This design comes from an exercise in tuning for small area on the open sky130 flow, not from production work.
The RTL was checked by simulation tests, not by an equivalence proof against the original design.
Power figures rest on the tool's default switching activity, not on a simulated workload.

==> design.v <==
module registerfile (
    output reg [31:0] Rn_data,
    output reg [31:0] Rm_data,
    output reg [31:0] Rs_data,
    input wire [31:0] Rd_data,
    input wire [31:0] RdHi_data,
    input wire [3:0] Rn,
    input wire [3:0] Rm,
    input wire [3:0] Rs,
    input wire [3:0] Rd,
    input wire [3:0] RdHi,
    input wire [4:0] mode,
    input wire regWrite,
    input wire regHiWrite,
    input wire clk
);
localparam [4:0] USER       = 5'b10000;
localparam [4:0] FIQ        = 5'b10001;
localparam [4:0] IRQ        = 5'b10010;
localparam [4:0] SUPERVISOR = 5'b10011;
localparam [4:0] ABORT      = 5'b10111;
localparam [4:0] UNDEFINED  = 5'b11011;
localparam [4:0] SYSTEM     = 5'b11111;
reg [31:0] RegFileA [30:0];  
reg [31:0] RegFileB [30:0];  
always@(posedge clk) begin
    case (mode)
        USER : begin
            Rn_data <= RegFileA[Rn];
            Rm_data <= RegFileA[Rm];
            Rs_data <= RegFileB[Rs];
        end
        SYSTEM : begin
            Rn_data <= RegFileA[Rn];
            Rm_data <= RegFileA[Rm];
            Rs_data <= RegFileB[Rs];
        end
        FIQ : begin
            if(Rn[3] == 1'b0 || Rn == 4'b1111)
                Rn_data <= RegFileA[Rn];
            else if (Rn == 4'b1000)
                Rn_data <= RegFileA[16];
            else if (Rn == 4'b1001)
                Rn_data <= RegFileA[17];
            else if (Rn == 4'b1010)
                Rn_data <= RegFileA[18];
            else if (Rn == 4'b1011)
                Rn_data <= RegFileA[19];
            else if (Rn == 4'b1100)
                Rn_data <= RegFileA[20];
            else if (Rn == 4'b1101)
                Rn_data <= RegFileA[21];
            else if (Rn == 4'b1110)
                Rn_data <= RegFileA[22];
            if(Rm[3] == 1'b0 || Rm == 4'b1111)
                Rm_data <= RegFileA[Rm];
            else if (Rm == 4'b1000)
                Rm_data <= RegFileA[16];
            else if (Rm == 4'b1001)
                Rm_data <= RegFileA[17];
            else if (Rm == 4'b1010)
                Rm_data <= RegFileA[18];
            else if (Rm == 4'b1011)
                Rm_data <= RegFileA[19];
            else if (Rm == 4'b1100)
                Rm_data <= RegFileA[20];
            else if (Rm == 4'b1101)
                Rm_data <= RegFileA[21];
            else if (Rm == 4'b1110)
                Rm_data <= RegFileA[22];
            if(Rs[3] == 1'b0 || Rs == 4'b1111)
                Rs_data <= RegFileB[Rs];
            else if (Rs == 4'b1000)
                Rs_data <= RegFileB[16];
            else if (Rs == 4'b1001)
                Rs_data <= RegFileB[17];
            else if (Rs == 4'b1010)
                Rs_data <= RegFileB[18];
            else if (Rs == 4'b1011)
                Rs_data <= RegFileB[19];
            else if (Rs == 4'b1100)
                Rs_data <= RegFileB[20];
            else if (Rs == 4'b1101)
                Rs_data <= RegFileB[21];
            else if (Rs == 4'b1110)
                Rs_data <= RegFileB[22];
        end
        IRQ : begin
            if(Rn != 4'b1101 && Rn != 4'b1110)
                Rn_data <= RegFileA[Rn];
            else if (Rn == 4'b1101)
                Rn_data <= RegFileA[27];
            else if (Rn == 4'b1110)
                Rn_data <= RegFileA[28];
            if(Rm != 4'b1101 && Rm != 4'b1110)
                Rm_data <= RegFileA[Rm];
            else if (Rm == 4'b1101)
                Rm_data <= RegFileA[27];
            else if (Rm == 4'b1110)
                Rm_data <= RegFileA[28];
            if(Rs != 4'b1101 && Rs != 4'b1110)
                Rs_data <= RegFileB[Rs];
            else if (Rs == 4'b1101)
                Rs_data <= RegFileB[27];
            else if (Rs == 4'b1110)
                Rs_data <= RegFileB[28];
        end
        SUPERVISOR : begin
            if(Rn != 4'b1101 && Rn != 4'b1110)
                Rn_data <= RegFileA[Rn];
            else if (Rn == 4'b1101)
                Rn_data <= RegFileA[23];
            else if (Rn == 4'b1110)
                Rn_data <= RegFileA[24];
            if(Rm != 4'b1101 && Rm != 4'b1110)
                Rm_data <= RegFileA[Rm];
            else if (Rm == 4'b1101)
                Rm_data <= RegFileA[23];
            else if (Rm == 4'b1110)
                Rm_data <= RegFileA[24];
            if(Rs != 4'b1101 && Rs != 4'b1110)
                Rs_data <= RegFileB[Rs];
            else if (Rs == 4'b1101)
                Rs_data <= RegFileB[23];
            else if (Rs == 4'b1110)
                Rs_data <= RegFileB[24];
        end
        ABORT : begin
            if(Rn != 4'b1101 && Rn != 4'b1110)
                Rn_data <= RegFileA[Rn];
            else if (Rn == 4'b1101)
                Rn_data <= RegFileA[25];
            else if (Rn == 4'b1110)
                Rn_data <= RegFileA[26];
            if(Rm != 4'b1101 && Rm != 4'b1110)
                Rm_data <= RegFileA[Rm];
            else if (Rm == 4'b1101)
                Rm_data <= RegFileA[25];
            else if (Rm == 4'b1110)
                Rm_data <= RegFileA[26];
            if(Rs != 4'b1101 && Rs != 4'b1110)
                Rs_data <= RegFileB[Rs];
            else if (Rs == 4'b1101)
                Rs_data <= RegFileB[25];
            else if (Rs == 4'b1110)
                Rs_data <= RegFileB[26];
        end
        UNDEFINED : begin
            if(Rn != 4'b1101 && Rn != 4'b1110)
                Rn_data <= RegFileA[Rn];
            else if (Rn == 4'b1101)
                Rn_data <= RegFileA[29];
            else if (Rn == 4'b1110)
                Rn_data <= RegFileA[30];
            if(Rm != 4'b1101 && Rm != 4'b1110)
                Rm_data <= RegFileA[Rm];
            else if (Rm == 4'b1101)
                Rm_data <= RegFileA[29];
            else if (Rm == 4'b1110)
                Rm_data <= RegFileA[30];
            if(Rs != 4'b1101 && Rs != 4'b1110)
                Rs_data <= RegFileB[Rs];
            else if (Rs == 4'b1101)
                Rs_data <= RegFileB[29];
            else if (Rs == 4'b1110)
                Rs_data <= RegFileB[30];
        end
    endcase
end
always@(negedge clk) begin
    if (regWrite) begin  
        case (mode)
            USER : begin
                RegFileA[Rd] <= Rd_data;
                RegFileB[Rd] <= Rd_data;
            end
            SYSTEM : begin
                RegFileA[Rd] <= Rd_data;
                RegFileB[Rd] <= Rd_data;
            end
            FIQ : begin
                if(Rd[3] == 1'b0 || Rd == 4'b1111) begin
                RegFileA[Rd] <= Rd_data;
                RegFileB[Rd] <= Rd_data;
                end
                else if (Rd == 4'b1000) begin
                    RegFileA[16] <= Rd_data;
                    RegFileB[16] <= Rd_data;
                end
                else if (Rd == 4'b1001) begin
                    RegFileA[17] <= Rd_data;
                    RegFileB[17] <= Rd_data;
                end
                else if (Rd == 4'b1010) begin
                    RegFileA[18] <= Rd_data;
                    RegFileB[18] <= Rd_data;
                end
                else if (Rd == 4'b1011) begin
                    RegFileA[19] <= Rd_data;
                    RegFileB[19] <= Rd_data;
                end
                else if (Rd == 4'b1100) begin
                    RegFileA[20] <= Rd_data;
                    RegFileB[20] <= Rd_data;
                end
                else if (Rd == 4'b1101) begin
                    RegFileA[21] <= Rd_data;
                    RegFileB[21] <= Rd_data;
                end
                else if (Rd == 4'b1110) begin
                    RegFileA[22] <= Rd_data;
                    RegFileB[22] <= Rd_data;
                end 
            end
            IRQ : begin
                if(Rd != 4'b1101 && Rd != 4'b1110) begin
                    RegFileA[Rd] <= Rd_data;
                    RegFileB[Rd] <= Rd_data;
                    end
                    else if (Rd == 4'b1101) begin
                        RegFileA[27] <= Rd_data;
                        RegFileB[27] <= Rd_data;
                    end
                    else if (Rd == 4'b1110) begin
                        RegFileA[28] <= Rd_data;
                        RegFileB[28] <= Rd_data;
                    end
            end
            SUPERVISOR : begin
                if(Rd != 4'b1101 && Rd != 4'b1110) begin
                    RegFileA[Rd] <= Rd_data;
                    RegFileB[Rd] <= Rd_data;
                    end
                    else if (Rd == 4'b1101) begin
                        RegFileA[23] <= Rd_data;
                        RegFileB[23] <= Rd_data;
                    end
                    else if (Rd == 4'b1110) begin
                        RegFileA[24] <= Rd_data;
                        RegFileB[24] <= Rd_data;
                    end
            end
            ABORT : begin
                if(Rd != 4'b1101 && Rd != 4'b1110) begin
                    RegFileA[Rd] <= Rd_data;
                    RegFileB[Rd] <= Rd_data;
                    end
                    else if (Rd == 4'b1101) begin
                        RegFileA[25] <= Rd_data;
                        RegFileB[25] <= Rd_data;
                    end
                    else if (Rd == 4'b1110) begin
                        RegFileA[26] <= Rd_data;
                        RegFileB[26] <= Rd_data;
                    end
            end
            UNDEFINED : begin
                if(Rd != 4'b1101 && Rd != 4'b1110) begin
                    RegFileA[Rd] <= Rd_data;
                    RegFileB[Rd] <= Rd_data;
                    end
                    else if (Rd == 4'b1101) begin
                        RegFileA[29] <= Rd_data;
                        RegFileB[29] <= Rd_data;
                    end
                    else if (Rd == 4'b1110) begin
                        RegFileA[30] <= Rd_data;
                        RegFileB[30] <= Rd_data;
                    end
            end
        endcase
    end
end
always@(negedge clk) begin
    if (regHiWrite) begin  
        case (mode)
            USER : begin
                RegFileA[RdHi] <= RdHi_data;
                RegFileB[RdHi] <= RdHi_data;
            end
            SYSTEM : begin
                RegFileA[RdHi] <= RdHi_data;
                RegFileB[RdHi] <= RdHi_data;
            end
            FIQ : begin
                if(RdHi[3] == 1'b0 || RdHi == 4'b1111) begin
                RegFileA[RdHi] <= RdHi_data;
                RegFileB[RdHi] <= RdHi_data;
                end
                else if (RdHi == 4'b1000) begin
                    RegFileA[16] <= RdHi_data;
                    RegFileB[16] <= RdHi_data;
                end
                else if (RdHi == 4'b1001) begin
                    RegFileA[17] <= RdHi_data;
                    RegFileB[17] <= RdHi_data;
                end
                else if (RdHi == 4'b1010) begin
                    RegFileA[18] <= RdHi_data;
                    RegFileB[18] <= RdHi_data;
                end
                else if (RdHi == 4'b1011) begin
                    RegFileA[19] <= RdHi_data;
                    RegFileB[19] <= RdHi_data;
                end
                else if (RdHi == 4'b1100) begin
                    RegFileA[20] <= RdHi_data;
                    RegFileB[20] <= RdHi_data;
                end
                else if (RdHi == 4'b1101) begin
                    RegFileA[21] <= RdHi_data;
                    RegFileB[21] <= RdHi_data;
                end
                else if (RdHi == 4'b1110) begin
                    RegFileA[22] <= RdHi_data;
                    RegFileB[22] <= RdHi_data;
                end 
            end
            IRQ : begin
                if(RdHi != 4'b1101 && RdHi != 4'b1110) begin
                    RegFileA[RdHi] <= RdHi_data;
                    RegFileB[RdHi] <= RdHi_data;
                    end
                    else if (RdHi == 4'b1101) begin
                        RegFileA[27] <= RdHi_data;
                        RegFileB[27] <= RdHi_data;
                    end
                    else if (RdHi == 4'b1110) begin
                        RegFileA[28] <= RdHi_data;
                        RegFileB[28] <= RdHi_data;
                    end
            end
            SUPERVISOR : begin
                if(RdHi != 4'b1101 && RdHi != 4'b1110) begin
                    RegFileA[RdHi] <= RdHi_data;
                    RegFileB[RdHi] <= RdHi_data;
                    end
                    else if (RdHi == 4'b1101) begin
                        RegFileA[23] <= RdHi_data;
                        RegFileB[23] <= RdHi_data;
                    end
                    else if (RdHi == 4'b1110) begin
                        RegFileA[24] <= RdHi_data;
                        RegFileB[24] <= RdHi_data;
                    end
            end
            ABORT : begin
                if(RdHi != 4'b1101 && RdHi != 4'b1110) begin
                    RegFileA[RdHi] <= RdHi_data;
                    RegFileB[RdHi] <= RdHi_data;
                    end
                    else if (RdHi == 4'b1101) begin
                        RegFileA[25] <= RdHi_data;
                        RegFileB[25] <= RdHi_data;
                    end
                    else if (RdHi == 4'b1110) begin
                        RegFileA[26] <= RdHi_data;
                        RegFileB[26] <= RdHi_data;
                    end
            end
            UNDEFINED : begin
                if(RdHi != 4'b1101 && RdHi != 4'b1110) begin
                    RegFileA[RdHi] <= RdHi_data;
                    RegFileB[RdHi] <= RdHi_data;
                    end
                    else if (RdHi == 4'b1101) begin
                        RegFileA[29] <= RdHi_data;
                        RegFileB[29] <= RdHi_data;
                    end
                    else if (RdHi == 4'b1110) begin
                        RegFileA[30] <= RdHi_data;
                        RegFileB[30] <= RdHi_data;
                    end
            end
        endcase
    end
end
endmodule
==> run.sh <==
#!/bin/bash
# synth_recipe.tcl (not shown) runs the flow's synth.tcl, then flattens the netlist and writes it again
# the make line also repeats each setting of config.mk as NAME=value (left out here)
make -C /OpenROAD-flow-scripts/flow DESIGN_CONFIG=/design/flow/config.mk WORK_HOME=/design/flow/orfs CLKGATE_MAP_FILE= SYNTH_SCRIPT=/design/flow/synth_recipe.tcl finish
==> config.mk <==
export PLATFORM = sky130hd
export DESIGN_NAME = registerfile
export DESIGN_NICKNAME = registerfile
export VERILOG_FILES = /design/flow/design.v
export SDC_FILE = /design/flow/constraint.sdc
export NUM_CORES = 4
export LEC_CHECK = 0
export CAP_MARGIN = 20
export CORE_MARGIN = 2
export CORE_UTILIZATION = 40
export SLEW_MARGIN = 20
==> constraint.sdc <==
create_clock -name core_clock -period 12.0 [get_ports {clk}]
set_input_delay 2.4000 -clock core_clock [delete_from_list [all_inputs] [get_ports {clk}]]
set_output_delay 2.4000 -clock core_clock [all_outputs]
set_load 0.01 [all_outputs]
==> results.cfg <==
[outcome]
status = timing/DRC/antenna clean

[sta]
setup_ws_ps = 1009
worst_pin_slew_ps = 1241
fin_skew_ps = 61.36
setup_viol = 0
relSlewSlack_pct = 15.13
hold_viol_final = 0
finalMaxSlewViolations = 0
rsz0062_at_grt = no

[critical_path]
crit_path_cell_trace = clkdlybuf4s50_1 -> nand2_1 -> nor2_1 -> a211o_2 -> and4_2 -> buf_4 -> mux2_2
worst_ep_arrival_time_ps = 5520
critPathTopFamily = simple AND/OR/NAND/NOR gates
crit_type = input pin to register
cp.buffers_inverters = 2
crit_required_ps = 6530
crit_fanout = 19
crit_path_top_delay_cell = nor2_1
end_kind = register
slowest_delay_ps = 590
critPathLaunchType = input pin

[hold_path]
hold_path_class = input pin to register

[cells_and_area]
final_util_pct = 47.79
fillCellCount = 15890
design_area_um2 = 84160
multi_input_area_um2 = 35340
ff_latch_area_um2 = 32670
drive_above_1_share_pct = 32.20
nNetsFinal = 6443
area_growth_pct = 18.67

[grt]
grtUsageTotal_pct = 36.22
grt_max_degree = 94
grt-ovfl-total = 0
grt_pass1_vias = 60600
grt_first_pass_wirelength_um = 457500
grt_antenna_before_repair = 37

[clock_network]
cts_tree = yes
hold_buffers = 0
clock-root-buffer = clkbuf_16
cts.sinks = 1088
cts_resized = 0
cts_buffers = 137
cts_buffer_depth = 3
clk_latency_ps = 840
post-cts-setup-buffer-count = 0
clk_pin_slew_ps = 60
cts_max_level = 4

[power_and_ir_drop]
p_leak_uw = 0.03064
vdd_drop_max_v = 0.0001395
p_per_area_nw_per_um2 = 135.3

[synthesis]
synth_top_area_share_pct = 46.07
syn_area_um2 = 70920
synth-seq-cells = 1088
synthTopCellsByArea = edfxtp_1, mux2_2, mux4_2, a22oi_1, o21ai_0
syn_avg_cell_area_um2 = 13.03
yosys_warnings = 1
ys_types = 77
synthTopCellsByCount = edfxtp_1, mux2_2, mux4_2, a22oi_1, clkbuf_1
ys_seq_area_share_pct = 46.07
synth-async-reset-ratio_pct = 0
synth_top_area_cell = edfxtp_1
synth_edf_count = 1088
synth_ff_type = edfxtp_1
synthCells = 5443
synth_nets = 5535
yosys.cell_count.top_type = edfxtp_1

[placed_design]
postPlaceCellArea_um2 = 75800
io_buffers = 187
dpl.hpwl_um = 207600
post-place-ws_ps = 313.8
place.gp.congestion = 1.036

[detailed_routing]
drt_pre_antenna_iters = 10
routed_via_density = 6.989
vias = 61550
drt-total-wl_um = 335000
drc_errors = 0
postRouteAntennaNets = 0
drt_iter0_drc = 11360
wl_per_cell_um = 38.04

[die]
die_w_um = 425.1
core-area_um2 = 176100
start_util_pct = 40.27
io_pins = 188
die_y_um = 425.1
die_area_um2 = 180700
placementRows = 154

[job]
cap_violations = 0
routing by layer:
metal / GRT usage (%) / up-vias / share of wire (%)
li1: - / 23910 / -
met1: 43.39 / 30580 / 34
met2: 52.24 / 5614 / 43
met3: 16.13 / 1422 / 16
met4: 24.34 / 24 / 7.7
met5: 0.8201 / - / 0.11
cells in the final DEF, fill, tap and decap left out, types with 36 or more instances in the layout:
cell	Yosys	routed
a21oi_1	168	167
a221oi_1	36	36
a22oi_1	408	408
buf_12	0	58
buf_4	33	232
clkbuf_16	0	144
clkdlybuf4s50_1	0	157
edfxtp_1	1088	1088
inv_1	52	1054
mux2_1	37	37
mux2_2	967	967
mux2i_1	48	48
mux4_2	457	457
nand2_1	230	230
nor2_1	198	171
o21ai_0	280	273
o221ai_1	47	47
o22ai_1	215	215
state kept, by name, indices dropped and copies added, names as in the netlist:
signal    flops
RegFileB    960
RegFileA     32
Rm_data      32
Rn_data      32
Rs_data      32
cells by family (layout without fill, tap and decap cells):
| logic type | Yosys count | after routing | synth area share (%) |
|---|---|---|---|
| compound gates | 1389 | 1389 | 13.10 |
| fa+ha+maj | 1 | 1 | 0.01588 |
| buf+inv | 753 | 1766 | 4.814 |
| flops | 1088 | 1088 | 46.07 |
| mux | 1518 | 1518 | 31.32 |
| other cells | 0 | 11 | 0 |
| simple gates | 694 | 694 | 4.686 |
area by class of cell:
type                            count  area share (%)
Sequential cell                  1088           38.82
Tap cell                         2340           3.479
Clock inverter                   1078           5.469
Inverter                           54          0.2438
Antenna cell                       11         0.03271
Clock buffer                      158           4.392
Timing Repair Buffer              476           5.572
Multi-Input combinational cell   3602           41.99
through the flow:
step / std cells / hold slack (ps) / setup TNS (ps) / power, uW
floorplan: 5443 / 2750 / -28770 / 5605
global placement: 7558 / 3212 / 0 / 6182
detailed placement: 7558 / 3216 / 0 / 6198
CTS: 8793 / 2446 / 0 / 11380
global route: 8797 / 2484 / 0 / 11840
finish: 8807 / 2534 / 0 / 11390
power by group:
part	internal [uW]	switching [uW]	leakage [uW]
Clock	2990	2660	0.00750
Combinational	512	944	0.0133
Sequential	4270	22.1	0.00984
worst reg2reg max path, stage by stage (launching register included):
cell      delay (ps)
edfxtp_1         410
mux4_2           520
mux4_2           620
a211oi_1         940
o21ai_0          370
path summary, 6_finish.rpt:
kind                          from                to  slack [ps]  cells after the start
setup reg to reg   RegFileB[6][28]       Rs_data[28]        2820                      4
setup / recovery           mode[4]  RegFileB[10][29]        1010                      7
hold / removal               Rm[0]       Rm_data[31]        2530                      5
hold reg to reg   RegFileB[16][24]       Rs_data[24]        6770                      4
